This is an optimization exercise on Yosys and OpenROAD, whose aim is small area, not a production implementation.
In this exercise RTL edits were held to simulation tests only and were not proved equivalent to the original.
No activity file was given, so power comes from the tool's default toggle rates.

$ cat config.mk
export PLATFORM = sky130hd
export DESIGN_NAME = main
export DESIGN_NICKNAME = main
export VERILOG_FILES = /design/flow/design.v
export SDC_FILE = /design/flow/constraint.sdc
export NUM_CORES = 4
export LEC_CHECK = 0
export CAP_MARGIN = 20
export CORE_MARGIN = 2
export CORE_UTILIZATION = 40
export SLEW_MARGIN = 20
$ cat constraint.sdc
create_clock -name core_clock -period 10.0 [get_ports {clk}]
set_input_delay 2.0000 -clock core_clock [delete_from_list [all_inputs] [get_ports {clk}]]
set_output_delay 2.0000 -clock core_clock [all_outputs]
set_load 0.01 [all_outputs]
$ cat design.v
`timescale 1ns / 1ps
module main (
    input wire clk,
    input wire reset,
    input wire Entry_sensor,
    input wire Exit_sensor,
    input wire [1:0] Exit_parking,
    output wire Full_light,
    output wire Door_Open_light,
    output reg [3:0] parkings,
    output [4:0] seven_seg,
    output [7:0] seg_data
);
  localparam IDLE_F = 3'b000, IDLE_D = 3'b010, CHECK_ENTRY = 3'b001, CHECK_EXIT = 3'b011,
             FULL_0 = 3'b101, FULL = 3'b100, DOOR_0 = 3'b111, DOOR = 3'b110;
  reg [2:0] state;
  reg [11:0] cnt;             
  reg [5:0] blocks;           
  reg full_phase, door_phase;
  reg [9:0] refresh_counter;
  reg [3:0] sel;
  reg [2:0] shown;
  wire timing = state[2] & ~state[0];
  wire door = state[1];
  wire in_full = timing & ~door;
  wire in_door = timing & door;
  assign Full_light = blocks[0] & ~door;
  assign Door_Open_light = blocks[0] & door;
  wire wrap = cnt[9] & cnt[8] & cnt[7] & cnt[5] &
              (door ? (cnt[6] & cnt[3]) : (cnt[11] & cnt[10]));
  wire period_end = cnt[9] & cnt[8] & cnt[7] & cnt[4] &
      (door ? (door_phase ? (blocks[5] & blocks[3] & cnt[2] & cnt[1])
                          : (blocks[5] & blocks[2] & blocks[1] & blocks[0] & cnt[5] & cnt[3] & cnt[2] & cnt[1] & cnt[0]))
            : (full_phase ? (blocks[2] & blocks[1] & cnt[11] & cnt[10] & cnt[1])
                          : (blocks[2] & blocks[0] & cnt[11] & cnt[10] & cnt[3] & cnt[0])));
  wire [11:0] start = door ? (door_phase ? 12'd960 : 12'd0) : (full_phase ? 12'd3994 : 12'd0);
  reg [2:0] next_state;
  reg [3:0] next_parkings;
  always @(*) begin
    next_state = state;
    next_parkings = parkings;
    case (state)
      IDLE_F, IDLE_D: begin
        if (~Entry_sensor) next_state = CHECK_ENTRY;
        else if (~Exit_sensor) next_state = CHECK_EXIT;
      end
      CHECK_ENTRY: begin
        next_parkings = parkings | {&parkings[2:0], &parkings[1:0], parkings[0], 1'b1};
        next_state = (&parkings) ? FULL_0 : DOOR_0;
      end
      CHECK_EXIT: begin
        next_parkings = parkings & ~(4'b0001 << Exit_parking);
        next_state = parkings[Exit_parking] ? DOOR_0 : IDLE_D;
      end
      FULL_0: next_state = FULL;
      DOOR_0: next_state = DOOR;
      FULL: if (period_end) next_state = IDLE_F;
      DOOR: if (period_end) next_state = IDLE_D;
      default: next_state = IDLE_F;
    endcase
  end
  always @(posedge clk or posedge reset) begin
    if (reset) parkings <= 4'b0000;
    else parkings <= next_parkings;
  end
  always @(posedge clk) begin
    if (reset) state <= IDLE_F;
    else state <= next_state;
  end
  always @(posedge clk) begin
    if (timing) cnt <= wrap ? 12'd0 : cnt + 12'd1;
    else cnt <= start;
  end
  always @(posedge clk or posedge reset) begin
    if (reset) blocks <= 6'd0;
    else if (timing) blocks <= blocks + {5'd0, wrap};
    else blocks <= 6'd0;
  end
  always @(posedge clk) begin
    if (reset) begin
      full_phase <= 1'b0;
      door_phase <= 1'b0;
    end else begin
      if (in_full & period_end) full_phase <= ~full_phase;
      if (in_door & period_end) door_phase <= ~door_phase;
    end
  end
  wire tick = refresh_counter[9];
  always @(posedge clk) begin
    if (reset | tick) refresh_counter <= 10'd0;
    else refresh_counter <= refresh_counter + 10'd1;
  end
  always @(posedge clk or posedge reset) begin
    if (reset) sel <= 4'b0000;
    else if (tick) sel <= (sel[3:1] == 3'b000) ? 4'b1000 : {1'b0, sel[3:1]};
  end
  wire [2:0] free_code, location_code;
  assign free_code[0] = (parkings == 4'd0) | (parkings == 4'd1) | (parkings == 4'd2) | (parkings == 4'd3) | (parkings == 4'd4) | (parkings == 4'd5) | (parkings == 4'd6) | (parkings == 4'd8) | (parkings == 4'd9) | (parkings == 4'd10) | (parkings == 4'd12);
  assign free_code[1] = (parkings == 4'd1) | (parkings == 4'd2) | (parkings == 4'd3) | (parkings == 4'd4) | (parkings == 4'd5) | (parkings == 4'd6) | (parkings == 4'd7) | (parkings == 4'd8) | (parkings == 4'd9) | (parkings == 4'd10) | (parkings == 4'd11) | (parkings == 4'd12) | (parkings == 4'd13) | (parkings == 4'd14);
  assign free_code[2] = (parkings == 4'd3) | (parkings == 4'd5) | (parkings == 4'd6) | (parkings == 4'd9) | (parkings == 4'd10) | (parkings == 4'd12);
  assign location_code[0] = (parkings == 4'd3) | (parkings == 4'd7) | (parkings == 4'd11);
  assign location_code[1] = (parkings == 4'd1) | (parkings == 4'd3) | (parkings == 4'd5) | (parkings == 4'd7) | (parkings == 4'd9) | (parkings == 4'd11) | (parkings == 4'd13) | (parkings == 4'd15);
  assign location_code[2] = (parkings == 4'd3) | (parkings == 4'd11) | (parkings == 4'd15);
  always @(posedge clk) begin
    if (&refresh_counter[8:0] && sel[3]) shown <= free_code;
    else if (&refresh_counter[8:1] && ~refresh_counter[0] && sel[1]) shown <= location_code;
  end
  assign seven_seg = {1'b0, sel};
  wire [7:0] seg =
    (~(sel[2] | sel[0])) ? 8'b00111111 :
    (shown == 3'd0) ? 8'b00111111 :
    (shown == 3'd1) ? 8'b01100110 :
    (shown == 3'd2) ? 8'b00000110 :
    (shown == 3'd3) ? 8'b01001111 :
    (shown == 3'd4) ? 8'b00000000 :
    (shown == 3'd5) ? 8'b00000000 :
    (shown == 3'd6) ? 8'b01000000 :
    8'b01011011;
  assign seg_data = seg;
endmodule
$ cat flow/run.sh
#!/bin/bash
set -euo pipefail
here=$(pwd)
export AREA_ABC_SCRIPT="$here/flow/area.abc"
bash standard.sh \
  "SYNTH_SCRIPT=$here/flow/area_synth.tcl" \
  "ADDER_MAP_FILE=" \
  "BUFFER_PORTS_ARGS=-buffer_cell sky130_fd_sc_hd__buf_1" \
  finish > "$here/flow.log" 2>&1
$ cat flow/area.abc
&get -n
&st
&dch -f
&if -K 4
&st
&dch -f
&nf -R 1000
&put
$ cat standard.sh
#!/bin/bash
# synth_recipe.tcl (not shown) runs the flow's synth.tcl, then flattens the netlist and writes it again
# the make line also repeats each setting of config.mk as NAME=value (left out here)
make -C /OpenROAD-flow-scripts/flow DESIGN_CONFIG=/design/flow/config.mk WORK_HOME=/design/flow/orfs CLKGATE_MAP_FILE= SYNTH_SCRIPT=/design/flow/synth_recipe.tcl "${@:-finish}"
$ cat flow/area_synth.tcl
# The standard synthesis script, with one change: abc maps the logic with
# an area-oriented script (flow/area.abc) instead of ORFS's speed script.
# Registers are mapped before abc runs, so they are the standard synthesis's.
proc synth {args} { yosys synth -nofsm -noshare {*}$args }
proc abc {args} {
  set i [lsearch -exact $args -script]
  if {$i >= 0} { lset args [expr {$i + 1}] $::env(AREA_ABC_SCRIPT) }
  yosys abc {*}$args
}
source $::env(SCRIPTS_DIR)/synth.tcl
# left out here: clear keep_hierarchy, flatten, clean up, hide names made inside functions, write 1_2_yosys.v
==> impl_results.md, run 1 <==
- Final Max Slew Viols: 0
- Slew HR: 0.5988
- CTS tree: built
- Synth Register Bits: 44
- First-pass GRT wire length: 6610 um
- Fin nets: 258
- Lkg Pwr: 0.0008499 uW
- Mapped cell area: 1984 sq um
- WP data required: 8.00 ns
- Hold crit path type: reg -> reg
- Sequential area share after synthesis: 0.4943
- Post-CTS setup buffers: 0
- Highest routed layer: met4
- Leading area contributor after synthesis: dfxtp_1
- Syn avg cell area: 8.820 sq um
- Tcrit/Tclk final: 0.3299
- Post-place instance area: 2132 sq um
- Die Y: 74.44 um
- Yosys warning count: 1
- Finish-stage setup viols: 0
- GRT Total Usage: 0.1548
- Setup TNS: 0 ns
- Met2 WL: 1603 um
- CP startpoint kind: flop
- Hold depth: 1
- RSZ-0062 raised after global routing: no
- Ratio of cells with drive above 1 in the final layout: 0.03557
- Die width: 74.44 um
- Worst R2R Path Depth: 8
- Gpl congestion: 0.7934
- Status: timing/DRC/antenna clean
- Core area: 4755 sq um
- DRC errors left: 0
- Synth cell types: 33
- Clock Pin Slew Worst Setup and Hold Paths: 0.08 ns
- # resized after CTS: 0
- Peak Freq: 0.3031 GHz
- Setup crit end kind: primary output
- Most used DFF post-synth: dfxtp_1
- Die footprint: 5541 sq um
- Initial core utilization: 0.4174
- # diodes: 0
- Max-cap viol count: 0
- Final Skew: 0.005891 ns
- Worst setup path class: reg -> out
- Via count: 1618
- Fin crit period: 3.299 ns
- Hpwl dp: 2681 um
- Avg Vias per Cell: 5.056
- CTS buffer count: 5
- PD cells: 206.1 nW/um^2
- Worst-Margin Slew: 0.6018 ns
- CTS Hold Bufs: 0
- Starting DRT DRC Count: 78
- Critical Path Fanout Max: 8
- Total grt overflow: 0
- Post-synthesis mux area share: 0.03405
- Root Driver: clkbuf_8
- FP Rows: 25
- Gate count of the mapped netlist: 225
- TritonRoute pass-1 iters: 4
- Synth Area in Compound Gates: 0.1324
- Adder-cell share of the synthesized area: 0
- Area Overhead vs Synth: 13.81%
- Commonest cells after routing, fill and taps aside: nor2_1, dfxtp_1, nand2_1
- WL met3: 155 um
- Main combinational cell family by area after synthesis: simple AND/OR/NAND/NOR gates
- I/O pin count: 25
- H-tree Lvls: 2
- Final Instance Area: 2258 sq um
- Clk sink count: 44
- Met1 WL: 1814 um
- Largest cells by area after synthesis: dfxtp_1, dfrtp_1, nor2_1
- Commonest non-fill, non-tap cell in the layout: nor2_1
- Post-Synth Simple-Gate Area: 0.2699
- Post-route ant nets: 0
- Routed WL: 3636 um
- Pin count of the biggest net entering global routing: 16
- Worst skew pair latency: 0.29 ns
- Hold Vio Cnt, Final: 0
- DR WL/cell: 11.36 um
- Post-Synth XOR/XNOR Area: 0.04855
- Clock buffer depth: 2
- Critical path arrival: 1.30 ns
- Max rail drop VDD: 0.1426 mV
- Post-synth top area share: 0.2724
- IO Port Bufs: 22
- EDFF count, synth: 3
- Initial antenna violation count: 0
- Synth async-reset ratio: 0.3182
- Vias in the first global route: 1462
## logic make-up after synthesis
logic type / count (synthesis)
AO/OA/AOI/OAI: 47
XOR/XNOR: 11
buffers and inverters: 7
flip-flops: 44
multiplexers: 5
other: 1
AND/OR/NAND/NOR: 110
## worst max-delay path: stages (launching register included)
cell,delay (ns)
dfrtp_1,0.45
o21ai_0,0.23
nand2_1,0.10
nand2_1,0.08
buf_1,0.15
## per-stage QoR
step / total power, uW / utilization / cells / hold slack, ns / setup WS, ns
2_1_floorplan: 295.9 / - / 226 / 0.4453 / 6.882
3_3_place_gp: 324.9 / 0.4484 / 312 / 0.4697 / 6.761
3_5_place_dp: 325.2 / 0.4484 / 312 / 0.4759 / 6.735
4_1_cts: 472.4 / 0.4750 / 320 / 0.4951 / 6.687
5_1_grt: 498.4 / 0.4750 / 320 / 0.5318 / 6.610
6_report: 465.6 / 0.4750 / 320 / 0.4860 / 6.701
## power breakdown
part           switching, uW  internal (uW)
registers               25.1            195
clock network           57.5           88.1
logic                   60.9           38.5
## metal layers
metal | track usage | vias up
met5 | 0 | -
met4 | 0.05952 | 0
met1 | 0.2104 | 735
met2 | 0.2370 | 29
li1 | - | 849
met3 | 0.04065 | 5
## Yosys cell counts, types with 2 or more instances
cell / n
nor2_1: 28
dfxtp_1: 27
nand2_1: 24
o21ai_0: 20
a21oi_1: 16
nor3_1: 15
dfrtp_1: 14
and3_1: 8
nand3_1: 8
and2_0: 7
nand2b_1: 6
xnor2_1: 6
nand4_1: 5
xor2_1: 5
clkinv_1: 4
mux2_1: 4
a31oi_1: 3
buf_4: 3
edfxtp_1: 3
nor2b_1: 3
or2_0: 3
o31ai_1: 2
## final cells by class
cell class	count	area, sq um
clock buffer	7	96.34
clock inverter	1	30.03
fill	483	2496
inverter	4	15.01
multi-input combinational	175	969.7
sequential	44	980.9
tap	67	83.83
timing repair buffer	22	82.58
## registers in the layout, summed over array words and instances (netlist names)
register,flops
full_phase,1
refresh_counter,10
shown,3
door_phase,1
state,3
sel,4
blocks,6
parkings,4
cnt,12
## worst paths after layout
| check | to | startpoint | slack, ns |
|---|---|---|---|
| max reg2reg | blocks[5]$_DFF_PP0_ | state[1]$_SDFFE_PP0P_ | 7.91 |
| max in group asynchronous | sel[0]$_DFFE_PP0P_ | reset | 7.93 |
| max | seg_data[3] | sel[2]$_DFFE_PP0P_ | 6.70 |
| min | cnt[0]$_SDFF_PP0_ | cnt[0]$_SDFF_PP0_ | 0.49 |
| min in group asynchronous | blocks[1]$_DFF_PP0_ | reset | 1.79 |
| min reg2reg | cnt[0]$_SDFF_PP0_ | cnt[0]$_SDFF_PP0_ | 0.49 |
==> run 2, diff against run 1 <==
--- a/flow/run.sh
+++ b/flow/run.sh
@@ -1,2 +1,9 @@
 #!/bin/bash
+# Own layout flow: the standard flow (standard.sh) with three changes:
+#  - synthesis maps logic with an area-oriented abc script (flow/area_synth.tcl,
+#    flow/area.abc) and without ORFS's adder extraction; registers are unchanged;
+#  - ports are buffered with sky130_fd_sc_hd__buf_1;
+#  - clock tree synthesis runs with the options in flow/cts.args.
+# make's full output goes to flow.log in the work folder; ORFS keeps each
+# step's own log under orfs/logs/.
 set -euo pipefail
@@ -8,2 +15,3 @@
   "BUFFER_PORTS_ARGS=-buffer_cell sky130_fd_sc_hd__buf_1" \
+  "CTS_ARGS=$(cat "$here/flow/cts.args")" \
   finish > "$here/flow.log" 2>&1
==> flow/cts.args (new file) <==
-sink_clustering_enable -repair_clock_nets -dont_use_dummy_load -buf_list sky130_fd_sc_hd__clkbuf_8
==> run 2 against run 1 <==
  * Wire length decreased by 0.33%
  * Clock power decreased by 34%
  * Via count shrank 0.62%
==> impl_results.md, run 2 <==
- Setup TNS: 0 ns (unchanged)
- Clk sink count: 44 (unchanged)
- Clock buffer depth: 2 (unchanged)
- Worst setup path class: reg -> out (unchanged)
- WP data required: 8.00 ns (about the same)
- DR WL/cell: 11.43 um (was 11.36 um)
- Final Skew: 0.01257 ns (was 0.005891 ns)
- Max rail drop VDD: 0.09203 mV (was 0.1426 mV)
- Lkg Pwr: 0.0008214 uW (was 0.0008499 uW)
- Ratio of cells with drive above 1 in the final layout: 0.02400 (was 0.03557)
- Synth top cells by count: nor2_1, dfxtp_1, nand2_1, o21ai_0, a21oi_1 (unchanged)
- Post-CTS setup buffers: 0 (unchanged)
- Reg-to-reg endpoint: blocks[5]$_DFF_PP0_ (unchanged)
- Critical Path Fanout Max: 8 (unchanged)
- Leading area contributor after synthesis: dfxtp_1 (unchanged)
- Total grt overflow: 0 (unchanged)
- Core area: 4755 sq um (unchanged)
- Vias in the first global route: 1467 (was 1462)
- Die Y: 74.44 um (unchanged)
- I/O pin count: 25 (unchanged)
- # diodes: 0 (unchanged)
- Post-synth top area share: 0.2724 (unchanged)
- Synth Register Bits: 44 (unchanged)
- Worst-Margin Slew: 0.5958 ns (was 0.6018 ns)
- Hold Startpoint: cnt[0]$_SDFF_PP0_ (unchanged)
- Hpwl dp: 2681 um (unchanged)
- CTS Hold Bufs: 0 (unchanged)
- Slew HR: 0.6028 (was 0.5988)
- CP startpoint kind: flop (unchanged)
- Status: timing/DRC/antenna clean (unchanged)
- Max-cap viol count: 0 (unchanged)
- Biggest regs: cnt (12), refresh_counter (10), blocks (6) (unchanged)
- Avg Vias per Cell: 5.073 (was 5.056)
- Synth cell types: 33 (unchanged)
- Die width: 74.44 um (unchanged)
- Syn avg cell area: 8.820 sq um (unchanged)
- H-tree Lvls: 2 (unchanged)
- Root Driver: clkbuf_8 (unchanged)
- Place WS: 6.735 ns (unchanged)
- Critical path arrival: 1.29 ns (was 1.30 ns)
- FP Rows: 25 (unchanged)
- Starting DRT DRC Count: 87 (was 78)
- Origin of the critical flop-to-flop path: state[1]$_SDFFE_PP0P_ (unchanged)
- Hold EP: cnt[0]$_SDFF_PP0_ (unchanged)
- Peak Freq: 0.3036 GHz (was 0.3031 GHz)
- TritonRoute pass-1 iters: 4 (unchanged)
- Pin count of the biggest net entering global routing: 16 (unchanged)
- Routed WL: 3624 um (was 3636 um)
- Initial antenna violation count: 0 (unchanged)
- Post-route ant nets: 0 (unchanged)
- Clock Pin Slew Worst Setup and Hold Paths: 0.07 ns (was 0.08 ns)
- Commonest cells after routing, fill and taps aside: nor2_1, dfxtp_1, nand2_1 (unchanged)
- Mapped cell area: 1984 sq um (unchanged)
- Initial core utilization: 0.4174 (unchanged)
- Largest reg by FF count: cnt (unchanged)
- Via count: 1608 (was 1618)
- Largest cells by area after synthesis: dfxtp_1, dfrtp_1, nor2_1 (unchanged)
- Gate count of the mapped netlist: 225 (unchanged)
- Fin nets: 258 (unchanged)
- Synth async-reset ratio: 0.3182 (unchanged)
- Die footprint: 5541 sq um (unchanged)
- CTS buffer count: 5 (unchanged)
- Yosys warning count: 1 (unchanged)
- Count leader, synth: nor2_1 (unchanged)
- RSZ-0062 raised after global routing: no (unchanged)
- Most used DFF post-synth: dfxtp_1 (unchanged)
- Area Overhead vs Synth: 10.91% (was 13.81%)
- Hold Vio Cnt, Final: 0 (unchanged)
- Worst R2R Path Depth: 8 (unchanged)
- Worst setup path startpoint: sel[2]$_DFFE_PP0P_ (unchanged)
- Fin crit period: 3.294 ns (was 3.299 ns)
- First-pass GRT wire length: 6596 um (was 6610 um)
- Hold depth: 1 (unchanged)
- Gpl congestion: 0.7934 (unchanged)
- CTS tree: built (unchanged)
- IO Port Bufs: 22 (unchanged)
- Worst skew pair latency: 0.29 ns (about the same)
- EDFF count, synth: 3 (unchanged)
- DRC errors left: 0 (unchanged)
- GRT Total Usage: 0.1550 (was 0.1548)
- Finish-stage setup viols: 0 (unchanged)
- # resized after CTS: 0 (unchanged)
- PD cells: 189.3 nW/um^2 (was 206.1 nW/um^2)
- Hold crit path type: reg -> reg (unchanged)
- Commonest non-fill, non-tap cell in the layout: nor2_1 (unchanged)
- R2R Setup Slk: 7.91 ns (about the same)
- Tcrit/Tclk final: 0.3294 (was 0.3299)
- Final Max Slew Viols: 0 (unchanged)
- Sequential area share after synthesis: 0.4943 (unchanged)
- Setup crit end kind: primary output (unchanged)
- Setup ws final: 6.706 ns (was 6.701 ns)
- Max reg flops: 12 (unchanged)
[run 2: how the worst max path moves through the flow]
stage                                        to
after global routing                seg_data[0]
after CTS                           seg_data[3]
after floorplan                     seg_data[3]
after detailed placement  state[0]$_SDFFE_PP0P_
after global placement    state[0]$_SDFFE_PP0P_
final                               seg_data[3]
[run 2: kinds of logic after synthesis]
group                     after synthesis  synth area share
AOI/OAI and AO/OA                      47            0.1324
and+or+nand+nor                       110            0.2699
other                                   1          0.001890
DFF                                    44            0.4943
buffers and inverters                   7           0.01891
muxes                                   5           0.03405
xor gates and xnor gates               11           0.04855
[run 2: per-layer routing]
layer  vias up  share of wire  global-route usage
li1        843              -                   -
met4         0          0.017             0.06548
met5         -              0                   0
met2        30           0.44              0.2340
met3         5          0.042             0.04065
met1       730           0.50              0.2112
[run 2: layout make-up]
cell class	count	area, sq um
Fill cell	487	2554
Inverter	4	15.01
Timing Repair Buffer	22	82.58
Tap cell	67	83.83
Sequential cell	44	980.9
Multi-Input combinational cell	175	969.7
Clock buffer	5	68.82
[run 2: where the power goes]
part | switching, uW | internal [uW]
Combinational | 60.7 | 38.5
Sequential | 25.1 | 196
Clock | 51.8 | 45.0
Total | 138 | 279
[run 2: metrics by stage]
step | instance area, sq um | util | hold WS (ns) | instances | power (uW)
after floorplan | 1988 | - | 0.4453 | 226 | 295.9
after global placement | 2132 | 0.4484 | 0.4697 | 312 | 324.9
after detailed placement | 2132 | 0.4484 | 0.4759 | 312 | 325.2
after CTS | 2201 | 0.4629 | 0.4916 | 317 | 424.0
after global routing | 2201 | 0.4629 | 0.5300 | 317 | 449.5
final | 2201 | 0.4629 | 0.4814 | 317 | 416.6
[run 2: critical path, cell delays in order, from the launching register on]
cell and delay (ns):
dfrtp_1 0.45, o21ai_0 0.23, nand2_1 0.10, nand2_1 0.08
buf_1 0.15
==> run 3, diff against run 2 <==
==> flow/cts.args (replaced) <==
-sink_clustering_enable -repair_clock_nets -dont_use_dummy_load -buf_list sky130_fd_sc_hd__clkbuf_4 -root_buf sky130_fd_sc_hd__clkbuf_8
==> run 3 against run 2 <==
  * Die area is the same
  * Highest routed layer unchanged
  * Via count unchanged
  * Hold slack unchanged
  * Wire length unchanged
  * Clock skew stayed put
  * Final area did not move
  * Final cell count did not move
  * Synthesized cell count stayed put
  * Critical endpoint unchanged
  * Fmax did not move
  * Sequential cell count stayed put
  * First-iteration DRC count did not move
  * Power is the same
  * Largest cell class unchanged
==> impl_results.md, run 3 <==
- Status: timing/DRC/antenna clean (unchanged)
- Starting DRT DRC Count: 87 (unchanged)
- RSZ-0062 raised after global routing: no (unchanged)
- Pin count of the biggest net entering global routing: 16 (unchanged)
- GRT Total Usage: 0.1550 (unchanged)
- Critical path arrival: 1.29 ns (about the same)
- # resized after CTS: 0 (unchanged)
- Root Driver: clkbuf_8 (unchanged)
- Hold crit path type: reg -> reg (unchanged)
- Die footprint: 5541 sq um (unchanged)
- Sequential area share after synthesis: 0.4943 (unchanged)
- Register Area: 980.9 sq um (unchanged)
- Area Overhead vs Synth: 10.91% (unchanged)
- CTS tree: built (unchanged)
- PD cells: 189.3 nW/um^2 (unchanged)
- Gate count of the mapped netlist: 225 (unchanged)
- Syn avg cell area: 8.820 sq um (unchanged)
- Critical Path Fanout Max: 8 (unchanged)
- Largest reg by FF count: cnt (unchanged)
- Total grt overflow: 0 (unchanged)
- Finish-stage setup viols: 0 (unchanged)
- Hold Vio Cnt, Final: 0 (unchanged)
- Clk sink count: 44 (unchanged)
- Clock buffer depth: 2 (unchanged)
- Max rail drop VDD: 0.09203 mV (unchanged)
- Synth top cells by count: nor2_1, dfxtp_1, nand2_1, o21ai_0, a21oi_1 (unchanged)
- Setup crit end kind: primary output (unchanged)
- I/O pin count: 25 (unchanged)
- Clock Pin Slew Worst Setup and Hold Paths: 0.07 ns (about the same)
- Peak Freq: 0.3036 GHz (unchanged)
- Biggest regs: cnt (12), refresh_counter (10), blocks (6) (unchanged)
- IO Port Bufs: 22 (unchanged)
- Synth async-reset ratio: 0.3182 (unchanged)
- Critical-path top delay cell: dfrtp_1 (unchanged)
- Worst-Margin Slew: 0.5958 ns (unchanged)
- Synth Register Bits: 44 (unchanged)
- DR WL/cell: 11.43 um (unchanged)
- Commonest cells after routing, fill and taps aside: nor2_1, dfxtp_1, nand2_1 (unchanged)
- Area of the multi-input gates: 969.7 sq um (unchanged)
- Gpl congestion: 0.7934 (unchanged)
- Fin crit period: 3.294 ns (unchanged)
- Count leader, synth: nor2_1 (unchanged)
- Routed WL: 3624 um (unchanged)
- Max reg flops: 12 (unchanged)
- CTS buffer count: 5 (unchanged)
- Mapped cell area: 1984 sq um (unchanged)
- Lkg Pwr: 0.0008214 uW (unchanged)
- Max-cap viol count: 0 (unchanged)
- CP startpoint kind: flop (unchanged)
- WP data required: 8.00 ns (about the same)
- Via count: 1608 (unchanged)
- FP Rows: 25 (unchanged)
- EDFF count, synth: 3 (unchanged)
- Worst setup path class: reg -> out (unchanged)
- Ratio of cells with drive above 1 in the final layout: 0.02400 (unchanged)
- H-tree Lvls: 2 (unchanged)
- Crit path top cell by count: nand2_1 (unchanged)
- Fill cell count: 487 (unchanged)
- Setup TNS: 0 ns (unchanged)
- Dpl cells: 312 (unchanged)
- Initial core utilization: 0.4174 (unchanged)
- Final Max Slew Viols: 0 (unchanged)
- CP Cell Sequence: o21ai_0, nand2_1, nand2_1, buf_1 (unchanged)
- Final Skew: 0.01257 ns (unchanged)
- Avg Vias per Cell: 5.073 (unchanged)
- Synth cell types: 33 (unchanged)
- TritonRoute pass-1 iters: 4 (unchanged)
- Initial antenna violation count: 0 (unchanged)
- DRC errors left: 0 (unchanged)
- Post-CTS setup buffers: 0 (unchanged)
- Worst path max stage delay: 0.45 ns (about the same)
- Leading area contributor after synthesis: dfxtp_1 (unchanged)
- First-pass GRT wire length: 6596 um (unchanged)
- Die width: 74.44 um (unchanged)
- Die Y: 74.44 um (unchanged)
- Vias in the first global route: 1467 (unchanged)
- Most used DFF post-synth: dfxtp_1 (unchanged)
- # diodes: 0 (unchanged)
- Fin nets: 258 (unchanged)
- Commonest non-fill, non-tap cell in the layout: nor2_1 (unchanged)
- Largest cells by area after synthesis: dfxtp_1, dfrtp_1, nor2_1 (unchanged)
- Core area: 4755 sq um (unchanged)
- Slew HR: 0.6028 (unchanged)
- Post-Layout Cell Count: 317 (unchanged)
- Post-synth top area share: 0.2724 (unchanged)
- Worst skew pair latency: 0.29 ns (about the same)
- Post-route ant nets: 0 (unchanged)
- Hpwl dp: 2681 um (unchanged)
- CTS Hold Bufs: 0 (unchanged)
- Tcrit/Tclk final: 0.3294 (unchanged)
- Yosys warning count: 1 (unchanged)
## run 3: cell counts in the layout (fill, tap and decap cells not counted)
No cell type changed its count.
## run 3: per-layer routing
metal  track usage  wire length [um]  vias to the layer above
li1              -                 -                      843
met1        0.2112              1827                      730
met2        0.2340              1581                       30
met3       0.04065               154                        5
met4       0.06548                61                        0
met5             0                 0                        -
## run 3: per-stage QoR
step / instance area, sq um / utilization / total power (uW) / hold slack [ns] / worst slack [ns]
after floorplan: 1988 / - / 295.9 / 0.4453 / 6.882
after global placement: 2132 / 0.4484 / 324.9 / 0.4697 / 6.761
after detailed placement: 2132 / 0.4484 / 325.2 / 0.4759 / 6.735
after CTS: 2201 / 0.4629 / 424.0 / 0.4916 / 6.693
after global routing: 2201 / 0.4629 / 449.5 / 0.5300 / 6.618
final: 2201 / 0.4629 / 416.6 / 0.4814 / 6.706
## run 3: kinds of logic (layout without fill, tap and decap cells)
| logic type | Yosys count | in the layout | share of synthesized area |
|---|---|---|---|
| AO/OA/AOI/OAI | 47 | 47 | 0.1324 |
| XOR/XNOR | 11 | 11 | 0.04855 |
| buffers and inverters | 7 | 31 | 0.01891 |
| flip-flops | 44 | 44 | 0.4943 |
| multiplexers | 5 | 5 | 0.03405 |
| other | 1 | 2 | 0.001890 |
| AND/OR/NAND/NOR | 110 | 110 | 0.2699 |
## run 3: layout make-up
| cell class | count | area share |
|---|---|---|
| flip-flops and latches | 44 | 0.4457 |
| multi-input cells | 175 | 0.4406 |
| well taps | 67 | 0.03809 |
| repair buffers | 22 | 0.03752 |
| clock buffers | 5 | 0.03127 |
| inverters | 4 | 0.006822 |
## run 3: path summary, 6_finish.rpt
path | startpoint | endpoint | slack, ns | depth (start not counted)
max | sel[2]$_DFFE_PP0P_ | seg_data[3] | 6.71 | 4
min | cnt[0]$_SDFF_PP0_ | cnt[0]$_SDFF_PP0_ | 0.48 | 1
max reg2reg | state[1]$_SDFFE_PP0P_ | blocks[5]$_DFF_PP0_ | 7.91 | 8
min reg2reg | cnt[0]$_SDFF_PP0_ | cnt[0]$_SDFF_PP0_ | 0.48 | 1
max in group asynchronous | reset | sel[2]$_DFFE_PP0P_ | 7.92 | 2
min in group asynchronous | reset | parkings[1]$_DFFE_PP0N_ | 1.80 | 2
## run 3: critical path, delay by kind of cell (launching register included)
family,cells,cell delay [ns]
compound gates,1,0.23
buf+inv,1,0.15
flops,1,0.45
simple gates,2,0.18
## run 3: power breakdown
part	leakage, uW	total (uW)	internal, uW	switching (uW)
sequential	0.000429	221	196	25.1
clock	0.0000359	96.9	45.0	51.8
combinational	0.000356	99.2	38.5	60.7
==> run 4, diff against run 3 <==
==> flow/cts.args (replaced) <==
-dont_use_dummy_load -buf_list sky130_fd_sc_hd__clkbuf_4 -root_buf sky130_fd_sc_hd__clkbuf_4
==> run 4 against run 3 <==
  * Still clean
  * Largest cell class unchanged
  * Fmax down 1.8%
  * Final cell count is the same
  * Clock-buffer cell count stayed put
==> impl_results.md, run 4 <==
- Gate count of the mapped netlist: 225 (unchanged)
- Critical Path Fanout Max: 8 (unchanged)
- Fin crit period: 3.355 ns (was 3.294 ns)
- EDFF count, synth: 3 (unchanged)
- Mapped cell area: 1984 sq um (unchanged)
- Leading area contributor after synthesis: dfxtp_1 (unchanged)
- Clk sink count: 44 (unchanged)
- FP Rows: 25 (unchanged)
- Post-CTS setup buffers: 0 (unchanged)
- Hold Vio Cnt, Final: 0 (unchanged)
- H-tree Lvls: 2 (unchanged)
- Root Driver: clkbuf_4 (was clkbuf_8)
- R2R Setup Slk: 7.90 ns (was 7.91 ns)
- Synth async-reset ratio: 0.3182 (unchanged)
- Lkg Pwr: 0.0008084 uW (was 0.0008214 uW)
- Final Util: 0.4563 (was 0.4629)
- Yosys warning count: 1 (unchanged)
- Die footprint: 5541 sq um (unchanged)
- Total grt overflow: 0 (unchanged)
- Worst-Margin Slew: 0.6055 ns (was 0.5958 ns)
- Avg Vias per Cell: 5.082 (was 5.073)
- DR WL/cell: 11.40 um (was 11.43 um)
- Via count: 1611 (was 1608)
- GRT Total Usage: 0.1539 (was 0.1550)
- Biggest regs: cnt (12), refresh_counter (10), blocks (6) (unchanged)
- CTS tree: built (unchanged)
- Origin of the critical flop-to-flop path: state[1]$_SDFFE_PP0P_ (unchanged)
- Fin nets: 258 (unchanged)
- Critical path arrival: 1.36 ns (was 1.29 ns)
- Place WS: 6.735 ns (unchanged)
- Setup TNS: 0 ns (unchanged)
- Commonest non-fill, non-tap cell in the layout: nor2_1 (unchanged)
- Hold Startpoint: cnt[0]$_SDFF_PP0_ (unchanged)
- Register Area: 980.9 sq um (unchanged)
- RSZ-0062 raised after global routing: no (unchanged)
- Clock Pin Slew Worst Setup and Hold Paths: 0.11 ns (was 0.07 ns)
- WP data required: 8.00 ns (about the same)
- Finish-stage setup viols: 0 (unchanged)
- Pin count of the biggest net entering global routing: 16 (unchanged)
- Overall Power: 393.2 uW (was 416.6 uW)
- Initial core utilization: 0.4174 (unchanged)
- Starting DRT DRC Count: 95 (was 87)
- Die Y: 74.44 um (unchanged)
- Worst R2R Path Depth: 8 (unchanged)
- Core area: 4755 sq um (unchanged)
- Synth Register Bits: 44 (unchanged)
- Area of the multi-input gates: 969.7 sq um (unchanged)
- Clock buffer depth: 2 (unchanged)
- Synth top cells by count: nor2_1, dfxtp_1, nand2_1, o21ai_0, a21oi_1 (unchanged)
- DRC errors left: 0 (unchanged)
- PD cells: 181.2 nW/um^2 (was 189.3 nW/um^2)
- CP startpoint kind: flop (unchanged)
- Die width: 74.44 um (unchanged)
- # diodes: 0 (unchanged)
- Post-synth top area share: 0.2724 (unchanged)
- Tcrit/Tclk final: 0.3355 (was 0.3294)
- Hold EP: cnt[0]$_SDFF_PP0_ (unchanged)
- Setup crit end kind: primary output (unchanged)
- Hold crit path type: reg -> reg (unchanged)
- CTS buffer count: 5 (unchanged)
- Reg-to-reg endpoint: blocks[5]$_DFF_PP0_ (unchanged)
- Syn avg cell area: 8.820 sq um (unchanged)
- Worst skew pair latency: 0.34 ns (was 0.29 ns)
- Area Overhead vs Synth: 9.332% (was 10.91%)
- Largest reg by FF count: cnt (unchanged)
- Count leader, synth: nor2_1 (unchanged)
- Max reg flops: 12 (unchanged)
- Post-route ant nets: 0 (unchanged)
- Peak Freq: 0.2981 GHz (was 0.3036 GHz)
- Met2 track demand over resource: 0.2350 (was 0.2340)
- Ratio of cells with drive above 1 in the final layout: 0.02400 (unchanged)
- GR peak layer: met2 (unchanged)
- Synth cell types: 33 (unchanged)
- Final Max Slew Viols: 0 (unchanged)
- Largest cells by area after synthesis: dfxtp_1, dfrtp_1, nor2_1 (unchanged)
- CTS Hold Bufs: 0 (unchanged)
- Routing usage on met3: 0.04065 (unchanged)
- Worst setup path class: reg -> out (unchanged)
- GR Util met1: 0.2095 (was 0.2112)
- TritonRoute pass-1 iters: 4 (unchanged)
- Commonest cells after routing, fill and taps aside: nor2_1, dfxtp_1, nand2_1 (unchanged)
- I/O pin count: 25 (unchanged)
- Vias in the first global route: 1467 (unchanged)
- Initial antenna violation count: 0 (unchanged)
- Max rail drop VDD: 0.08008 mV (was 0.09203 mV)
- Fill cell count: 494 (was 487)
- Setup ws final: 6.645 ns (was 6.706 ns)
- Max-cap viol count: 0 (unchanged)
- Most used DFF post-synth: dfxtp_1 (unchanged)
- Final Skew: 0.02360 ns (was 0.01257 ns)
- First-pass GRT wire length: 6575 um (was 6596 um)
- Status: timing/DRC/antenna clean (unchanged)
- Gpl congestion: 0.7934 (unchanged)
- IO Port Bufs: 22 (unchanged)
- Routed WL: 3613 um (was 3624 um)
- Hpwl dp: 2681 um (unchanged)
- Hold depth: 1 (unchanged)
- Sequential area share after synthesis: 0.4943 (unchanged)
- Slew HR: 0.5963 (was 0.6028)
- # resized after CTS: 0 (unchanged)
-- run 4: cells by family (layout without fill, tap and decap cells) --
group,count (synthesis),in the layout,synth area share
simple gates,110,110,0.2699
compound gates,47,47,0.1324
flops,44,44,0.4943
xor+xnor,11,11,0.04855
buf+inv,7,31,0.01891
mux,5,5,0.03405
other cells,1,2,0.001890
-- run 4: cell type report --
type	count	share of cell area
clock buffers	5	0.01730
well taps	67	0.03864
flip-flops and latches	44	0.4521
repair buffers	22	0.03806
multi-input cells	175	0.4469
inverters	4	0.006920
-- run 4: through the flow --
step	hold slack, ns	instances	cell area [sq um]
2_1_floorplan	0.4453	226	1988
3_3_place_gp	0.4697	312	2132
3_5_place_dp	0.4759	312	2132
4_1_cts	0.5000	317	2170
5_1_grt	0.5403	317	2170
6_report	0.4909	317	2170
-- run 4: metal layers --
metal	routed length (um)	part of all wire
met3	142	0.039
met5	0	0
met1	1831	0.51
met2	1607	0.44
met4	31	0.0086
-- run 4: worst max-delay path by stage --
stage | cells after the start | end | from | slack (ns)
after floorplan | 4 | seg_data[3] | sel[2]$_DFFE_PP0P_ | 6.88
after global placement | 5 | state[0]$_SDFFE_PP0P_ | Exit_parking[0] | 6.76
final | 4 | seg_data[3] | sel[2]$_DFFE_PP0P_ | 6.64
after detailed placement | 5 | state[0]$_SDFFE_PP0P_ | Exit_parking[0] | 6.73
after global routing | 4 | seg_data[0] | sel[2]$_DFFE_PP0P_ | 6.55
after CTS | 4 | seg_data[3] | sel[2]$_DFFE_PP0P_ | 6.62
-- run 4: report_power, final --
part,leakage [uW],internal [uW],total (uW),switching (uW)
sequential,0.000429,195,221,25.1
combinational,0.000356,38.5,99.3,60.8
clock,0.0000230,23.6,73.4,49.8
-- run 4: worst max-delay path, cell delays in order (launching register included) --
cell     delay, ns
dfrtp_1       0.46
o21ai_0       0.23
nand2_1       0.10
nand2_1       0.08
buf_1         0.15
==> run 5, diff against run 4 <==
==> flow/cts.args (replaced) <==
-sink_clustering_enable -sink_clustering_size 50 -sink_clustering_max_diameter 500 -dont_use_dummy_load -buf_list sky130_fd_sc_hd__clkbuf_16 -root_buf sky130_fd_sc_hd__clkbuf_16
==> run 5 against run 4 <==
  * Global-route usage grew 0.25 points
  * Largest cell class unchanged
  * Sequential power is essentially flat
  * Clock-buffer cell count is the same
  * Largest power group unchanged
  * Hold slack lost 0.012 ns
  * Via count grew 0.25%
  * Final cell count is the same
  * Power grew 19%
==> impl_results.md, run 5 <==
- Avg Vias per Cell: 5.095 (was 5.082)
- # diodes: 0 (unchanged)
- FP Rows: 25 (unchanged)
- Hold depth: 1 (unchanged)
- PD cells: 206.8 nW/um^2 (was 181.2 nW/um^2)
- Fill cell count: 482 (was 494)
- Peak Freq: 0.3036 GHz (was 0.2981 GHz)
- Vias in the first global route: 1466 (was 1467)
- Slew HR: 0.6031 (was 0.5963)
- Leading area contributor after synthesis: dfxtp_1 (unchanged)
- Post-Layout Cell Count: 317 (unchanged)
- Die width: 74.44 um (unchanged)
- NetSw: 144.3 uW (was 135.6 uW)
- Lkg Pwr: 0.0008471 uW (was 0.0008084 uW)
- Hold crit path type: reg -> reg (unchanged)
- Finish-stage setup viols: 0 (unchanged)
- Total grt overflow: 0 (unchanged)
- Cell internal pwr: 322.5 uW (was 257.6 uW)
- Max reg flops: 12 (unchanged)
- Root Driver: clkbuf_16 (was clkbuf_4)
- Via count: 1615 (was 1611)
- Final Skew: 0.01013 ns (was 0.02360 ns)
- Critical Path Fanout Max: 8 (unchanged)
- Origin of the critical flop-to-flop path: state[1]$_SDFFE_PP0P_ (unchanged)
- Largest reg by FF count: cnt (unchanged)
- Clock Pin Slew Worst Setup and Hold Paths: 0.05 ns (was 0.11 ns)
- TritonRoute pass-1 iters: 4 (unchanged)
- Sequential power share: 0.474 (was 0.561)
- Clock power share: 0.313 (was 0.187)
- Hold Startpoint: cnt[0]$_SDFF_PP0_ (unchanged)
- Synth cell types: 33 (unchanged)
- CTS buffer count: 5 (unchanged)
- Commonest cells after routing, fill and taps aside: nor2_1, dfxtp_1, nand2_1 (unchanged)
- Setup crit end kind: primary output (unchanged)
- Initial core utilization: 0.4174 (unchanged)
- # resized after CTS: 0 (unchanged)
- Die Y: 74.44 um (unchanged)
- Commonest non-fill, non-tap cell in the layout: nor2_1 (unchanged)
- Gate count of the mapped netlist: 225 (unchanged)
- Gpl congestion: 0.7934 (unchanged)
- Gate power share: 0.213 (was 0.253)
- Met1 WL: 1825 um (was 1831 um)
- Highest routed layer: met4 (unchanged)
- Place WS: 6.735 ns (unchanged)
- Hold Vio Cnt, Final: 0 (unchanged)
- Max rail drop VDD: 0.09410 mV (was 0.08008 mV)
- IO Port Bufs: 22 (unchanged)
- Status: timing/DRC/antenna clean (unchanged)
- Reg-to-reg endpoint: blocks[5]$_DFF_PP0_ (unchanged)
- EDFF count, synth: 3 (unchanged)
- Fin nets: 258 (unchanged)
- Worst-Margin Slew: 0.5953 ns (was 0.6055 ns)
- Switching share of power: 0.3091 (was 0.3449)
- Fin crit period: 3.293 ns (was 3.355 ns)
- Worst setup path class: reg -> out (unchanged)
- Fin Hold WS: 0.4785 ns (was 0.4909 ns)
- Sequential area share after synthesis: 0.4943 (unchanged)
- RSZ-0062 raised after global routing: no (unchanged)
- Post-route ant nets: 0 (unchanged)
- Clk sink count: 44 (unchanged)
- Starting DRT DRC Count: 110 (was 95)
- Count leader, synth: nor2_1 (unchanged)
- Synth top cells by count: nor2_1, dfxtp_1, nand2_1, o21ai_0, a21oi_1 (unchanged)
- Clock buffer depth: 2 (unchanged)
- Die footprint: 5541 sq um (unchanged)
- First-pass GRT wire length: 6630 um (was 6575 um)
- Syn avg cell area: 8.820 sq um (unchanged)
- CTS tree: built (unchanged)
- Hold EP: cnt[0]$_SDFF_PP0_ (unchanged)
- Post-synth top area share: 0.2724 (unchanged)
- Synth Register Bits: 44 (unchanged)
- Setup ws final: 6.707 ns (was 6.645 ns)
- Dpl cells: 312 (unchanged)
- DRC errors left: 0 (unchanged)
- I/O pin count: 25 (unchanged)
- H-tree Lvls: 2 (unchanged)
- CTS Hold Bufs: 0 (unchanged)
- Overall Power: 466.8 uW (was 393.2 uW)
- Synth async-reset ratio: 0.3182 (unchanged)
- Yosys warning count: 1 (unchanged)
- Setup TNS: 0 ns (unchanged)
- Worst R2R Path Depth: 8 (unchanged)
- Largest cells by area after synthesis: dfxtp_1, dfrtp_1, nor2_1 (unchanged)
- WP data required: 8.00 ns (about the same)
- Biggest regs: cnt (12), refresh_counter (10), blocks (6) (unchanged)
- Max-cap viol count: 0 (unchanged)
- WL met3: 157 um (was 142 um)
- Met2 WL: 1641 um (was 1607 um)
- Area Overhead vs Synth: 13.75% (was 9.332%)
- Core area: 4755 sq um (unchanged)
- Final Max Slew Viols: 0 (unchanged)
- Post-CTS setup buffers: 0 (unchanged)
- Worst skew pair latency: 0.28 ns (was 0.34 ns)
- Initial antenna violation count: 0 (unchanged)
- Routed WL: 3685 um (was 3613 um)
- Ratio of cells with drive above 1 in the final layout: 0.02400 (unchanged)
- CP startpoint kind: flop (unchanged)
- Critical path arrival: 1.29 ns (was 1.36 ns)
- GRT Total Usage: 0.1564 (was 0.1539)
- Hpwl dp: 2681 um (unchanged)
- Mapped cell area: 1984 sq um (unchanged)
- DR WL/cell: 11.62 um (was 11.40 um)
- Pin count of the biggest net entering global routing: 16 (unchanged)
- R2R Setup Slk: 7.90 ns (about the same)
- Tcrit/Tclk final: 0.3293 (was 0.3355)
- Most used DFF post-synth: dfxtp_1 (unchanged)
-- run 5: cell count changes in the layout (fill, tap and decap cells not counted) --
cell | previous run | this run
clkbuf_4 | 5 | 0
clkbuf_16 | 0 | 5
-- run 5: power by group through the flow --
stage                     logic [uW]  clock network (uW)  registers (uW)
final                           99.4                 146             221
after detailed placement         101                   0             224
after global placement           101                   0             224
after CTS                        101                 150             221
after global routing             117                 157             225
after floorplan                 75.3                   0             221
-- run 5: stage by stage --
stage | util | instance area (sq um)
after floorplan | - | 1988
after global placement | 0.4484 | 2132
after detailed placement | 0.4484 | 2132
after CTS | 0.4747 | 2257
after global routing | 0.4747 | 2257
final | 0.4747 | 2257
-- run 5: cell families (layout without fill, tap and decap cells) --
kind of cell / Yosys count / in the layout / synth area share
mux: 5 / 5 / 0.03405
compound gates: 47 / 47 / 0.1324
flops: 44 / 44 / 0.4943
other cells: 1 / 2 / 0.001890
simple gates: 110 / 110 / 0.2699
buf+inv: 7 / 31 / 0.01891
xor+xnor: 11 / 11 / 0.04855
-- run 5: layout make-up --
cell class	count	area (sq um)	share of cell area
sequential	44	980.9	0.4346
multi-input combinational	175	969.7	0.4296
clock buffer	5	125.1	0.05543
inverter	4	15.01	0.006652
tap	67	83.83	0.03714
timing repair buffer	22	82.58	0.03659
-- run 5: worst max-delay path by stage --
stage                        from  depth (start not counted)  slack (ns)               endpoint
3_3_place_gp      Exit_parking[0]                          5        6.76  state[0]$_SDFFE_PP0P_
6_report       sel[2]$_DFFE_PP0P_                          4        6.71            seg_data[3]
3_5_place_dp      Exit_parking[0]                          5        6.73  state[0]$_SDFFE_PP0P_
4_1_cts        sel[2]$_DFFE_PP0P_                          4        6.70            seg_data[3]
2_1_floorplan  sel[2]$_DFFE_PP0P_                          4        6.88            seg_data[3]
5_1_grt        sel[2]$_DFFE_PP0P_                          4        6.63            seg_data[0]
-- run 5: layer usage --
| layer | GRT usage | up-vias |
|---|---|---|
| met5 | 0 | - |
| met2 | 0.2360 | 33 |
| met3 | 0.04065 | 5 |
| li1 | - | 845 |
| met4 | 0.07143 | 0 |
| met1 | 0.2109 | 732 |
-- run 5: critical path, stage by stage (launching register included) --
cell and delay (ns):
dfrtp_1 0.45, o21ai_0 0.24, nand2_1 0.10, nand2_1 0.08, buf_1 0.15
==> run 6, diff against run 5 <==
==> run.sh (new file) <==
#!/bin/bash
# synth_recipe.tcl (not shown) runs the flow's synth.tcl, then flattens the netlist and writes it again
# the make line also repeats each setting of config.mk as NAME=value (left out here)
make -C /OpenROAD-flow-scripts/flow DESIGN_CONFIG=/design/flow/config.mk WORK_HOME=/design/flow/orfs CLKGATE_MAP_FILE= SYNTH_SCRIPT=/design/flow/synth_recipe.tcl finish
removed: flow/run.sh
removed: flow/area.abc
removed: flow/area_synth.tcl
removed: flow/cts.args
removed: standard.sh
==> run 6 against run 5 <==
  * Highest routed layer unchanged
  * Critical path type unchanged
  * Global-route usage grew 0.25 points
  * First-iteration DRC count shrank 31%
  * Still clean on timing, DRC and antenna
  * Clock skew shrank 0.00065 ns
  * Final area grew 13%
==> impl_results.md, run 6 <==
- Biggest regs: cnt (12), refresh_counter (10), blocks (6) (unchanged)
- TritonRoute pass-1 iters: 4 (unchanged)
- Die footprint: 6085 sq um (was 5541 sq um)
- Setup TNS: 0 ns (unchanged)
- Worst skew pair latency: 0.30 ns (was 0.28 ns)
- Mapped cell area: 2191 sq um (was 1984 sq um)
- Finish-stage setup viols: 0 (unchanged)
- Count leader, synth: dfxtp_1 (was nor2_1)
- Syn avg cell area: 8.906 sq um (was 8.820 sq um)
- Hold crit path type: reg -> reg (unchanged)
- Via count: 1767 (was 1615)
- Fin crit period: 3.854 ns (was 3.293 ns)
- Synth top cells by count: dfxtp_1, nor2_1, nand2_1, o21ai_0, dfrtp_1 (was nor2_1, dfxtp_1, nand2_1, o21ai_0, a21oi_1)
- GRT Total Usage: 0.1588 (was 0.1564)
- DRC errors left: 0 (unchanged)
- Clock Pin Slew Worst Setup and Hold Paths: 0.09 ns (was 0.05 ns)
- Final Skew: 0.009487 ns (was 0.01013 ns)
- Synth cell types: 48 (was 33)
- Max-cap viol count: 0 (unchanged)
- Final Max Slew Viols: 0 (unchanged)
- Main combinational cell family by area after synthesis: simple AND/OR/NAND/NOR gates (unchanged)
- Clk sink count: 44 (unchanged)
- Post-Synth XOR/XNOR Area: 0.07196 (was 0.04855)
- DR WL/cell: 12.87 um (was 11.62 um)
- H-tree Lvls: 2 (unchanged)
- CTS Hold Bufs: 0 (unchanged)
- Routed WL: 4336 um (was 3685 um)
- Ratio of cells with drive above 1 in the final layout: 0.07116 (was 0.02400)
- Gate count of the mapped netlist: 246 (was 225)
- Synth async-reset ratio: 0.3182 (unchanged)
- Fin nets: 277 (was 258)
- Sequential area share after synthesis: 0.4477 (was 0.4943)
- Post-Synth Simple-Gate Area: 0.2376 (was 0.2699)
- Root Driver: clkbuf_8 (was clkbuf_16)
- Worst setup path class: reg -> out (unchanged)
- Most used DFF post-synth: dfxtp_1 (unchanged)
- Commonest cells after routing, fill and taps aside: dfxtp_1, nor2_1, nand2_1 (was nor2_1, dfxtp_1, nand2_1)
- Setup ws final: 6.146 ns (was 6.707 ns)
- Initial core utilization: 0.4209 (was 0.4174)
- Register Area: 980.9 sq um (unchanged)
- I/O pin count: 25 (unchanged)
- Synth Area in Compound Gates: 0.1468 (was 0.1324)
- Max reg flops: 12 (unchanged)
- Area of the multi-input gates: 1136 sq um (was 969.7 sq um)
- Post-CTS setup buffers: 0 (unchanged)
- Place WS: 6.482 ns (was 6.735 ns)
- Synth Register Bits: 44 (unchanged)
- Fin Hold WS: 0.4883 ns (was 0.4785 ns)
- Overall Power: 410.4 uW (was 466.8 uW)
- Area Overhead vs Synth: 16.11% (was 13.75%)
- Hpwl dp: 3080 um (was 2681 um)
- Core area: 5205 sq um (was 4755 sq um)
- Lkg Pwr: 0.0009369 uW (was 0.0008471 uW)
- EDFF count, synth: 3 (unchanged)
- RSZ-0062 raised after global routing: no (unchanged)
- Slew HR: 0.5259 (was 0.6031)
- CP startpoint kind: flop (unchanged)
- # diodes: 0 (unchanged)
- Post-synthesis mux area share: 0.03027 (was 0.03405)
- Commonest non-fill, non-tap cell in the layout: dfxtp_1 (was nor2_1)
- FP Rows: 26 (was 25)
- Total grt overflow: 0 (unchanged)
- Largest cells by area after synthesis: dfxtp_1, dfrtp_1, o21ai_0 (was dfxtp_1, dfrtp_1, nor2_1)
- Post-synth top area share: 0.2467 (was 0.2724)
- Die Y: 78.01 um (was 74.44 um)
- Gpl congestion: 0.7872 (was 0.7934)
- Hold Vio Cnt, Final: 0 (unchanged)
- Fill cell count: 520 (was 482)
- Worst-Margin Slew: 0.7065 ns (was 0.5953 ns)
- Yosys warning count: 1 (unchanged)
- Avg Vias per Cell: 5.243 (was 5.095)
- CTS tree: built (unchanged)
- Leading area contributor after synthesis: dfxtp_1 (unchanged)
- Initial antenna violation count: 0 (unchanged)
- # resized after CTS: 0 (unchanged)
- Pin count of the biggest net entering global routing: 17 (was 16)
- First-pass GRT wire length: 7700 um (was 6630 um)
- WP data required: 8.00 ns (about the same)
- Largest reg by FF count: cnt (unchanged)
- Peak Freq: 0.2595 GHz (was 0.3036 GHz)
- Die width: 78.01 um (was 74.44 um)
- CTS buffer count: 5 (unchanged)
- Clock buffer depth: 2 (unchanged)
- Vias in the first global route: 1616 (was 1466)
- Critical Path Fanout Max: 6 (was 8)
- IO Port Bufs: 22 (unchanged)
- Critical path arrival: 1.85 ns (was 1.29 ns)
- Starting DRT DRC Count: 76 (was 110)
- Post-route ant nets: 0 (unchanged)
- Setup crit end kind: primary output (unchanged)
- Tcrit/Tclk final: 0.3854 (was 0.3293)
- PD cells: 161.3 nW/um^2 (was 206.8 nW/um^2)
- Status: timing/DRC/antenna clean (unchanged)
- Max rail drop VDD: 0.08478 mV (was 0.09410 mV)
- Adder-cell share of the synthesized area: 0.02856 (was 0)
==> run 6: cell types whose count changed after synthesis, moves of 5 or more <==
cell and delta:
inv_1 +7, clkbuf_1 +5, nand3_1 +5, xor2_1 +5, ha_1 +5, nor3_1 -8, and2_1 +9, and2_0 -7
nand2b_1 -5
==> run 6: final cells by class <==
type                       instances  area share
clock buffer                       5     0.02705
clock inverter                     3    0.009346
inverter                           7     0.01033
multi-input combinational        186      0.4466
sequential                        44      0.3856
tap                               70     0.03443
timing repair buffer              22     0.08657
==> run 6: final timing paths <==
check                                               from                       endpoint  slack, ns  cells past startpoint
max in group asynchronous                          reset        parkings[2]$_DFFE_PP0N_       7.33                      2
max reg2reg                        state[1]$_SDFFE_PP0P_            blocks[5]$_DFF_PP0_       8.10                      8
min in group asynchronous                          reset            blocks[2]$_DFF_PP0_       2.27                      2
min                        refresh_counter[5]$_SDFF_PP0_  refresh_counter[5]$_SDFF_PP0_       0.49                      2
min reg2reg                refresh_counter[5]$_SDFF_PP0_  refresh_counter[5]$_SDFF_PP0_       0.49                      2
max                                   shown[2]$_DFFE_PP_                    seg_data[0]       6.15                      3
==> run 6: report_power, final <==
part	total [uW]	internal, uW	switching, uW
combinational	79.8	41.9	37.9
sequential	217	191	25.9
clock	114	49.5	64.6
==> run 6: per-stage QoR <==
step	utilization	cells	area, sq um
CTS	0.4887	337	2544
detailed placement	0.4709	329	2451
global placement	0.4709	329	2451
floorplan	-	247	2195
finish	0.4887	337	2544
global route	0.4887	337	2544
==> run 6: metal layers <==
| metal | part of all wire | up-vias | GRT usage |
|---|---|---|---|
| met5 | 0 | - | 0 |
| met4 | 0.012 | 0 | 0.05263 |
| met3 | 0.035 | 5 | 0.03953 |
| met2 | 0.46 | 24 | 0.2474 |
| met1 | 0.49 | 838 | 0.2160 |
| li1 | - | 900 | - |
==> run 6: cell families after synthesis <==
| logic type | count (synthesis) |
|---|---|
| AO/OA/AOI/OAI | 52 |
| XOR/XNOR | 18 |
| adder cells (fa/ha/maj) | 5 |
| buffers and inverters | 17 |
| flip-flops | 44 |
| multiplexers | 5 |
| other | 1 |
| AND/OR/NAND/NOR | 104 |
==> run 6: critical path, cell delays in order, from the launching register on <==
cell	delay, ns
edfxtp_1	0.47
or3_1	0.42
nand3_1	0.11
clkdlybuf4s50_1	0.54
==> run 7, diff against run 6 <==
--- a/design.v
+++ b/design.v
@@ -20,3 +20,5 @@
   reg [9:0] refresh_counter;
-  reg [3:0] sel;
+  reg [1:0] digit_select;
+  reg started;
+  wire [3:0] sel;
   reg [2:0] shown;
@@ -73,7 +75,8 @@
   end
+  wire [5:0] next_blocks = timing ? blocks + {5'd0, wrap} : 6'd0;
   always @(posedge clk or posedge reset) begin
-    if (reset) blocks <= 6'd0;
-    else if (timing) blocks <= blocks + {5'd0, wrap};
-    else blocks <= 6'd0;
+    if (reset) blocks[0] <= 1'b0;
+    else blocks[0] <= next_blocks[0];
   end
+  always @(posedge clk) blocks[5:1] <= next_blocks[5:1];
   always @(posedge clk) begin
@@ -87,11 +90,20 @@
   end
-  wire tick = refresh_counter[9];
+  wire tick = refresh_counter == 10'd496;
+  wire strobe_free = refresh_counter == 10'd248;
+  wire strobe_location = refresh_counter == 10'd124;
   always @(posedge clk) begin
     if (reset | tick) refresh_counter <= 10'd0;
-    else refresh_counter <= refresh_counter + 10'd1;
+    else refresh_counter <= {refresh_counter[8:0], ~(refresh_counter[9] ^ refresh_counter[6])};
   end
   always @(posedge clk or posedge reset) begin
-    if (reset) sel <= 4'b0000;
-    else if (tick) sel <= (sel[3:1] == 3'b000) ? 4'b1000 : {1'b0, sel[3:1]};
+    if (reset) begin
+      digit_select <= 2'd0;
+      started <= 1'b0;
+    end else begin
+      digit_select <= digit_select + {1'b0, tick};
+      started <= started | tick;
+    end
   end
+  assign sel = {digit_select == 2'd1, digit_select == 2'd2, digit_select == 2'd3,
+                started & (digit_select == 2'd0)};
   wire [2:0] free_code, location_code;
@@ -104,4 +116,4 @@
   always @(posedge clk) begin
-    if (&refresh_counter[8:0] && sel[3]) shown <= free_code;
-    else if (&refresh_counter[8:1] && ~refresh_counter[0] && sel[1]) shown <= location_code;
+    if (strobe_free && sel[3]) shown <= free_code;
+    else if (strobe_location && sel[1]) shown <= location_code;
   end
==> flow/run.sh (new file) <==
#!/bin/bash
# Own layout flow: the standard flow (standard.sh) with three changes:
#  - synthesis maps logic with an area-oriented abc script (flow/area_synth.tcl,
#    flow/area.abc) and without ORFS's adder extraction; registers are unchanged;
#  - ports are buffered with sky130_fd_sc_hd__buf_1;
#  - clock tree synthesis runs with the options in flow/cts.args.
# make's full output goes to flow.log in the work folder; ORFS keeps each
# step's own log under orfs/logs/.
set -euo pipefail
here=$(pwd)
export AREA_ABC_SCRIPT="$here/flow/area.abc"
bash standard.sh \
  "SYNTH_SCRIPT=$here/flow/area_synth.tcl" \
  "ADDER_MAP_FILE=" \
  "BUFFER_PORTS_ARGS=-buffer_cell sky130_fd_sc_hd__buf_1" \
  "CTS_ARGS=$(cat "$here/flow/cts.args")" \
  finish > "$here/flow.log" 2>&1
==> flow/area.abc (new file) <==
&get -n
&st
&dch -f
&if -K 4
&st
&dch -f
&nf -R 1000
&put
==> flow/area_synth.tcl (new file) <==
# The standard synthesis script, with one change: abc maps the logic with
# an area-oriented script (flow/area.abc) instead of ORFS's speed script.
# Registers are mapped before abc runs, so they are the standard synthesis's.
proc synth {args} { yosys synth -nofsm -noshare {*}$args }
proc abc {args} {
  set i [lsearch -exact $args -script]
  if {$i >= 0} { lset args [expr {$i + 1}] $::env(AREA_ABC_SCRIPT) }
  yosys abc {*}$args
}
source $::env(SCRIPTS_DIR)/synth.tcl
# left out here: clear keep_hierarchy, flatten, clean up, hide names made inside functions, write 1_2_yosys.v
==> flow/cts.args (new file) <==
-dont_use_dummy_load -buf_list sky130_fd_sc_hd__clkbuf_4 -root_buf sky130_fd_sc_hd__clkbuf_4
==> standard.sh (new file) <==
#!/bin/bash
# synth_recipe.tcl (not shown) runs the flow's synth.tcl, then flattens the netlist and writes it again
# the make line also repeats each setting of config.mk as NAME=value (left out here)
make -C /OpenROAD-flow-scripts/flow DESIGN_CONFIG=/design/flow/config.mk WORK_HOME=/design/flow/orfs CLKGATE_MAP_FILE= SYNTH_SCRIPT=/design/flow/synth_recipe.tcl "${@:-finish}"
--- a/config.mk
+++ b/config.mk
@@ -10,2 +10,3 @@
 export CORE_UTILIZATION = 40
+export PLACE_DENSITY = 0.85
 export SLEW_MARGIN = 20
removed: run.sh
==> run 7 against run 6 <==
  * Still clean on timing, DRC and antenna
  * Area after synthesis is 13% lower
  * Synthesized cell count shrank 13%
  * Clock-buffer cell count is the same
  * Via count decreased by 11%
  * Largest power group unchanged
==> impl_results.md, run 7 <==
- Peak Freq: 0.2689 GHz (was 0.2595 GHz)
- Synth top cells by count: dfxtp_1, nand2_1, nor2_1, a21oi_1 (was dfxtp_1, nor2_1, nand2_1, o21ai_0, dfrtp_1)
- Total grt overflow: 0 (unchanged)
- CP startpoint kind: flop (unchanged)
- Critical path arrival: 1.72 ns (was 1.85 ns)
- Hpwl dp: 2607 um (was 3080 um)
- TritonRoute pass-1 iters: 4 (unchanged)
- Synth Register Bits: 43 (was 44)
- Initial core utilization: 0.4083 (was 0.4209)
- Routed WL: 3530 um (was 4336 um)
- Tcrit/Tclk final: 0.3718 (was 0.3854)
- Final Skew: 0.02016 ns (was 0.009487 ns)
- Critical Path Fanout Max: 6 (unchanged)
- Max reg flops: 12 (unchanged)
- Fin crit period: 3.718 ns (was 3.854 ns)
- Synth async-reset ratio: 0.1860 (was 0.3182)
- Die footprint: 5325 sq um (was 6085 sq um)
- Final Max Slew Viols: 0 (unchanged)
- Clock Pin Slew Worst Setup and Hold Paths: 0.12 ns (was 0.09 ns)
- I/O pin count: 25 (unchanged)
- Fin nets: 247 (was 277)
- Avg Vias per Cell: 5.345 (was 5.243)
- PD cells: 162.5 nW/um^2 (was 161.3 nW/um^2)
- Post-synth top area share: 0.3366 (was 0.2467)
- Hold Vio Cnt, Final: 0 (unchanged)
- CTS buffer count: 5 (unchanged)
- Clk sink count: 43 (was 44)
- Area Overhead vs Synth: 8.876% (was 16.11%)
- FP Rows: 25 (was 26)
- Vias in the first global route: 1409 (was 1616)
- Fill cell count: 459 (was 520)
- WP data required: 8.00 ns (about the same)
- Die width: 72.98 um (was 78.01 um)
- Sequential area share after synthesis: 0.4892 (was 0.4477)
- Starting DRT DRC Count: 110 (was 76)
- RSZ-0062 raised after global routing: no (unchanged)
- IO Port Bufs: 22 (unchanged)
- Final Util: 0.4446 (was 0.4887)
- Via count: 1566 (was 1767)
- Biggest regs: cnt (12), refresh_counter (10), blocks (6) (unchanged)
- Finish-stage setup viols: 0 (unchanged)
- Commonest cells after routing, fill and taps aside: dfxtp_1, nand2_1, buf_1 (was dfxtp_1, nor2_1, nand2_1)
- Status: timing/DRC/antenna clean (unchanged)
- Syn avg cell area: 8.893 sq um (was 8.906 sq um)
- Root Driver: clkbuf_4 (was clkbuf_8)
- Gate count of the mapped netlist: 214 (was 246)
- CTS tree: built (unchanged)
- Lkg Pwr: 0.0007457 uW (was 0.0009369 uW)
- DRC errors left: 0 (unchanged)
- Initial antenna violation count: 0 (unchanged)
- Largest reg by FF count: cnt (unchanged)
- Core area: 4661 sq um (was 5205 sq um)
- Hold crit path type: reg -> reg (unchanged)
- Max-cap viol count: 0 (unchanged)
- Yosys warning count: 1 (unchanged)
- Post-CTS setup buffers: 0 (unchanged)
- # resized after CTS: 0 (unchanged)
- H-tree Lvls: 2 (unchanged)
- Setup crit end kind: primary output (unchanged)
- Clock buffer depth: 2 (unchanged)
- Slew HR: 0.5972 (was 0.5259)
- Mapped cell area: 1903 sq um (was 2191 sq um)
- Setup TNS: 0 ns (unchanged)
- First-pass GRT wire length: 6009 um (was 7700 um)
- Fin Hold WS: 0.4601 ns (was 0.4883 ns)
- Ratio of cells with drive above 1 in the final layout: 0.02510 (was 0.07116)
- CTS Hold Bufs: 0 (unchanged)
- Worst skew pair latency: 0.35 ns (was 0.30 ns)
- Worst setup path class: reg -> out (unchanged)
- GRT Total Usage: 0.1417 (was 0.1588)
- Gpl congestion: 0.7772 (was 0.7872)
- # diodes: 0 (unchanged)
- Max rail drop VDD: 0.07928 mV (was 0.08478 mV)
- Die Y: 72.98 um (was 78.01 um)
- Largest cells by area after synthesis: dfxtp_1, dfrtp_1, edfxtp_1 (was dfxtp_1, dfrtp_1, o21ai_0)
- Post-route ant nets: 0 (unchanged)
- Commonest non-fill, non-tap cell in the layout: dfxtp_1 (unchanged)
- Leading area contributor after synthesis: dfxtp_1 (unchanged)
- Pin count of the biggest net entering global routing: 14 (was 17)
- Synth cell types: 39 (was 48)
- Count leader, synth: dfxtp_1 (unchanged)
- Worst-Margin Slew: 0.6042 ns (was 0.7065 ns)
- EDFF count, synth: 3 (unchanged)
- DR WL/cell: 12.05 um (was 12.87 um)
- Most used DFF post-synth: dfxtp_1 (unchanged)
run 7: changes by cell type in the layout (fill, tap and decap cells not counted), moves of 7 or more:
cell	before	now
clkdlybuf4s50_1	22	0
and2_1	9	0
buf_1	0	22
inv_1	7	0
and2_0	0	13
o21ai_0	20	12
run 7: power breakdown:
group          total, uW  leakage, uW  switching, uW  internal [uW]
Sequential           203     0.000384           17.8            185
Clock               73.9    0.0000230           50.3           23.6
Combinational       59.7     0.000339           34.6           25.0
run 7: cells by family (layout without fill, tap and decap cells):
| logic type | after synthesis | in the layout | synth area share |
|---|---|---|---|
| fa+ha+maj | 1 | 1 | 0.005260 |
| flops | 43 | 43 | 0.4892 |
| mux | 3 | 3 | 0.02367 |
| xor+xnor | 9 | 9 | 0.04142 |
| other cells | 1 | 2 | 0.001970 |
| buf+inv | 7 | 31 | 0.01972 |
| compound gates | 42 | 42 | 0.1322 |
| simple gates | 108 | 108 | 0.2867 |
run 7: metal layers:
layer  track usage  wire length [um]  up-vias
met5             0                 0        -
met4       0.04938                22        0
met3       0.03867               143        2
met2        0.2253              1682       29
met1        0.1860              1681      727
li1              -                 -      808
run 7: through the flow:
stage | instances | total power [uW] | instance area [sq um] | setup WS [ns]
finish | 293 | 336.6 | 2072 | 6.282
CTS | 293 | 338.2 | 2072 | 6.256
floorplan | 215 | 248.4 | 1907 | 6.542
global placement | 288 | 264.6 | 2034 | 6.668
global route | 293 | 355.8 | 2072 | 6.120
detailed placement | 288 | 266.5 | 2034 | 6.646
run 7: worst max-delay path: stages, from the launching register on:
cell and delay, ns:
dfrtp_1 0.45, nor3b_1 0.26, or2_0 0.26, o31a_1 0.20, nand2_1 0.07, buf_1 0.12
run 7: path summary, 6_finish.rpt:
kind	startpoint	end	slack (ns)	cells past startpoint
max	digit_select[0]$_DFF_PP0_	seg_data[3]	6.28	5
min	blocks[4]$_SDFF_PN0_	blocks[4]$_SDFF_PN0_	0.46	1
max reg2reg	state[1]$_SDFFE_PP0P_	blocks[5]$_SDFF_PN0_	7.87	9
min reg2reg	blocks[4]$_SDFF_PN0_	blocks[4]$_SDFF_PN0_	0.46	1
max in group asynchronous	reset	parkings[2]$_DFFE_PP0N_	8.04	2
min in group asynchronous	reset	started$_DFF_PP0_	1.72	2
run 7: area by class of cell:
class,instances,area [sq um],area share
clock buffer,5,37.54,0.01812
inverter,4,15.01,0.007246
sequential,43,930.9,0.4493
timing repair buffer,22,82.58,0.03986
multi-input combinational,165,938.4,0.4529
tap,54,67.56,0.03261

-- static timing again, ports no longer ideal --
How much do the figures lean on ideal ports? The routed layouts below were timed once more, with nothing changed but the port constraints.
Step 1 assumes that a clkbuf_16 drives the clock port and a buf_2 every other input.
Step 2 also shifts input and output timing later by t, the mid clock arrival at the registers, as if the neighbouring blocks saw the same clock.
Three values: no drivers, after step 1, after step 2; two values: the first two.
| run | t (ns) | slack for setup (ns) | latest minus earliest clock arrival (ns) |
|---|---|---|---|
| run 1 | 0.316 | 6.701 / 6.672 / 6.735 | 0.006 / 0.007 |
| run 2 | 0.309 | 6.706 / 6.678 / 6.731 | 0.012 / 0.013 |
| run 3 | 0.309 | 6.706 / 6.678 / 6.731 | 0.012 / 0.013 |
| run 4 | 0.357 | 6.645 / 6.618 / 6.743 | 0.024 / 0.024 |
| run 5 | 0.307 | 6.707 / 6.674 / 6.725 | 0.010 / 0.010 |
| run 6 | 0.327 | 6.146 / 6.119 / 6.446 | 0.010 / 0.010 |
| run 7 | 0.360 | 6.282 / 6.262 / 6.622 | 0.020 / 0.020 |
After both steps every run listed still meets setup and hold.
